Background: an optimization exercise with open tools, aiming at small area and a short achievable clock period. Do not read the settings as production practice.
The RTL was checked by simulation tests, not by an equivalence proof against the original design.

==> inputs of run a <==
==> flow/design.v (excerpt) <==
module fc2 (
    input clk,
    input rst_n,
    input logic [511:0] weight ,
    input  logic [10:0] in_data,
    input in_valid,
    output logic out_valid,
    output logic [15:0] sum
);
==> module fc2_group, before the edit <==
module fc2_group #(
    parameter logic [31:0] BIASES = '0    
) (
    input  logic        clk,
    input  logic [31:0] weight,
    input  logic [10:0] in_data,
    input  logic        load_n,
    output logic [79:0] res
);
    logic [12:0] xe, x1, x3, xn1;
    logic        xmin, load;
    logic [23:0] acc [0:3];
    logic [3:0] cb [0:3];
    logic [3:0] rb;
    assign xe = {{2{in_data[10]}}, in_data};
    always_ff @(posedge clk) begin
        x1 <= xe;
        x3 <= xe + {xe[11:0], 1'b0};
        xn1 <= -xe;
        xmin <= (in_data == 11'h400);
        load <= load_n;
    end
    genvar j;
    generate
        for (j = 0; j < 4; j = j + 1) begin : col
            fc2_column #(.BIAS(BIASES[(3-j)*8 +: 8])) fc (
                .clk(clk),
                .weight(weight[8*j +: 8]),
                .m1(x1),
                .m2({x1[11:0], 1'b0}),
                .m3(x3),
                .n1(xn1),
                .n2({xn1[11:0], 1'b0}),
                .xmin(xmin),
                .first(load),
                .acc(acc[j]),
                .cb(cb[j]),
                .rb(rb[j])
            );
            assign res[20*j +: 20] = {acc[j][23:9], cb[j], rb[j]};
        end
    endgenerate
endmodule
==> module fc2, before the edit <==
module fc2 (
    input clk,
    input rst_n,
    input logic [511:0] weight ,
    input  logic [10:0] in_data,
    input in_valid,
    output logic out_valid,
    output logic [15:0] sum
);
localparam logic [511:0] BIAS_FLAT = {
    8'h24, 8'h0E, 8'h01, 8'h02, 8'h1F, 8'h12, 8'hFE, 8'hEF,
    8'h1A, 8'hE5, 8'h08, 8'h19, 8'h3E, 8'hD0, 8'h25, 8'h07,
    8'h12, 8'hF0, 8'hBC, 8'hF6, 8'hFF, 8'h06, 8'hF7, 8'hFD,
    8'h0E, 8'h01, 8'hD4, 8'hE7, 8'hF4, 8'hE0, 8'hD1, 8'h3E,
    8'h09, 8'h20, 8'hC6, 8'hFA, 8'hFD, 8'h17, 8'hF4, 8'hF0,
    8'h12, 8'h17, 8'hF3, 8'h12, 8'h01, 8'h12, 8'h01, 8'h19,
    8'h23, 8'hB9, 8'hFB, 8'h12, 8'hD8, 8'hB2, 8'h19, 8'hE9,
    8'hE9, 8'h16, 8'h11, 8'hC5, 8'h1C, 8'h01, 8'h26, 8'hD8
};
logic       run, primed;
logic [7:0] ph, ph_n;
logic       load;
assign ph_n = (run || in_valid) ? ph + 8'd1 : ph;
always_ff @(posedge clk or negedge rst_n) begin
    if (!rst_n) begin
        run <= 1'b0;
        ph <= 8'd255;
        load <= 1'b0;
        primed <= 1'b0;
        out_valid <= 1'b0;
    end else begin
        if (in_valid) run <= 1'b1;
        ph <= ph_n;
        load <= (ph_n == 8'd0);
        if (run && ph == 8'd255) primed <= 1'b1;
        out_valid <= primed && (ph >= 8'd5) && (ph <= 8'd68);
    end
end
logic [19:0] res [0:63];
genvar g;
generate
    for (g = 0; g < 16; g = g + 1) begin : grp
        logic [79:0] gres;
        fc2_group #(.BIASES(BIAS_FLAT[(15 - g)*32 +: 32])) fg (
            .clk(clk),
            .weight(weight[32*g +: 32]),
            .in_data(in_data),
            .load_n(ph_n == 8'd0),
            .res(gres)
        );
        for (genvar j = 0; j < 4; j = j + 1) begin : ch
            assign res[4*g + j] = gres[20*j +: 20];
        end
    end
endgenerate
logic [19:0] sr [1:68];
logic [15:0] sr0;
logic [14:0] hi, t;
logic [3:0] cbt;
assign hi = ~sr[1][19:5];
assign cbt = ~sr[1][4:1];
assign t = hi + ({14'd0, cbt[0]} << 0) + ({14'd0, cbt[1]} << 4) + ({14'd0, cbt[2]} << 8) + ({14'd0, cbt[3]} << 12);
always_ff @(posedge clk) begin
    for (int k = 1; k < 5; k = k + 1) sr[k] <= sr[k+1];
    for (int k = 5; k < 68; k = k + 1) sr[k] <= ({20{load}} & res[k-5]) | sr[k+1];
    sr[68] <= {20{load}} & res[63];
    sr0 <= {t, sr[1][0]};
end
assign sum = sr0;
endmodule
clock: 8.0 ns
lec_check: 0
cap_margin: 20
core_margin: 2
core_utilization: 45
cts_cluster_diameter: 100
cts_cluster_size: 20
setup_slack_margin: 4.65
slew_margin: 20
synth_hierarchical: 1
run.sh (not shown) runs the stock make flow with config.mk's settings and CLKGATE_MAP_FILE= SYNTH_SCRIPT=/design/flow/synth_recipe.tcl, a recipe that flattens the netlist after the stock synthesis.
==> inputs of run b, as changes to run a <==
--- a/flow/design.v
+++ b/flow/design.v
@@ -473,19 +473,19 @@
     assign rb = ~acc[8] & ~(&acc[7:0]);
 endmodule
 module fc2_group #(
-    parameter logic [31:0] BIASES = '0    
+    parameter logic [63:0] BIASES = '0    
 ) (
     input  logic        clk,
-    input  logic [31:0] weight,
+    input  logic [63:0] weight,
     input  logic [10:0] in_data,
     input  logic        load_n,
-    output logic [79:0] res
+    output logic [159:0] res
 );
     logic [12:0] xe, x1, x3, xn1;
     logic        xmin, load;
-    logic [23:0] acc [0:3];
-    logic [3:0] cb [0:3];
-    logic [3:0] rb;
+    logic [23:0] acc [0:7];
+    logic [3:0] cb [0:7];
+    logic [7:0] rb;
     assign xe = {{2{in_data[10]}}, in_data};
     always_ff @(posedge clk) begin
         x1 <= xe;
@@ -496,8 +496,8 @@
     end
     genvar j;
     generate
-        for (j = 0; j < 4; j = j + 1) begin : col
-            fc2_column #(.BIAS(BIASES[(3-j)*8 +: 8])) fc (
+        for (j = 0; j < 8; j = j + 1) begin : col
+            fc2_column #(.BIAS(BIASES[(7-j)*8 +: 8])) fc (
                 .clk(clk),
                 .weight(weight[8*j +: 8]),
                 .m1(x1),
@@ -613,17 +613,17 @@
 logic [19:0] res [0:63];
 genvar g;
 generate
-    for (g = 0; g < 16; g = g + 1) begin : grp
-        logic [79:0] gres;
-        fc2_group #(.BIASES(BIAS_FLAT[(15 - g)*32 +: 32])) fg (
+    for (g = 0; g < 8; g = g + 1) begin : grp
+        logic [159:0] gres;
+        fc2_group #(.BIASES(BIAS_FLAT[(7 - g)*64 +: 64])) fg (
             .clk(clk),
-            .weight(weight[32*g +: 32]),
+            .weight(weight[64*g +: 64]),
             .in_data(in_data),
             .load_n(ph_n == 8'd0),
             .res(gres)
         );
-        for (genvar j = 0; j < 4; j = j + 1) begin : ch
-            assign res[4*g + j] = gres[20*j +: 20];
+        for (genvar j = 0; j < 8; j = j + 1) begin : ch
+            assign res[8*g + j] = gres[20*j +: 20];
         end
     end
 endgenerate
Settings changed: SETUP_SLACK_MARGIN 4.65 to 4.6.
==> impl_metrics.tcl <==
set metrics [dict create \
    power.share.switching_pct 40.58 \
    routed-via-count 200700 \
    worst-endpoint-required_ns 8.90 \
    status "complete, no violations" \
    routed-wl-met2_um 378900 \
    taps 8008 \
    fp.dieH_um 779.8 \
    final_nets 28450 \
    hp-start "sr[5][16]$_DFF_P_" \
    ir_drop_mv 0.2961 \
    groute.layer.met2.usage_pct 41.64 \
    timing.fmax_mhz 298.5 \
    syn-cell-area_um2 270800 \
    postPlaceCellArea_um2 285800 \
]
-- figures above: run a

==> impl_metrics.tcl <==
set metrics [dict create \
    hp-start "sr[2][11]$_DFF_P_" \
    groute.layer.met2.usage_pct 44.51 \
    status "complete, no violations" \
    worst-endpoint-required_ns 8.89 \
    fp.dieH_um 762.9 \
    postPlaceCellArea_um2 276000 \
    timing.fmax_mhz 286.8 \
    ir_drop_mv 0.2663 \
    routed-wl-met2_um 391400 \
    routed-via-count 199300 \
    syn-cell-area_um2 259200 \
]
-- figures above: run b

## separate check: timing with driven ports
No port has a modelled driver above. Below, the same layouts with a new extraction and two added sets of constraints. Step 1: set_driving_cell puts a clkbuf_16 on clk and a buf_2 on each other input, an assumption about the parent block. Step 2 times the ports against the registers' clock, not the clock port: input delays grow and output delays shrink by t, the midpoint of the rising clock arrivals with the driver on. Three values: ideal, step 1, step 2; two values: the first two.
run	shift t [ns]	slack for setup (ns)	worst setup path after step 2	worst data-port slew with drivers (ns)	cell pins on the clock port's net
run a	1.139	4.650 / 4.650 / 3.752	input to register	0.40	1
run b	1.115	4.513 / 4.513 / 3.800	input to register	0.41	1
After both steps every run listed still meets setup and hold. The setup slack of run a, which loses most, moves by 0.000 ns with the drivers and by -0.898 ns with both steps.
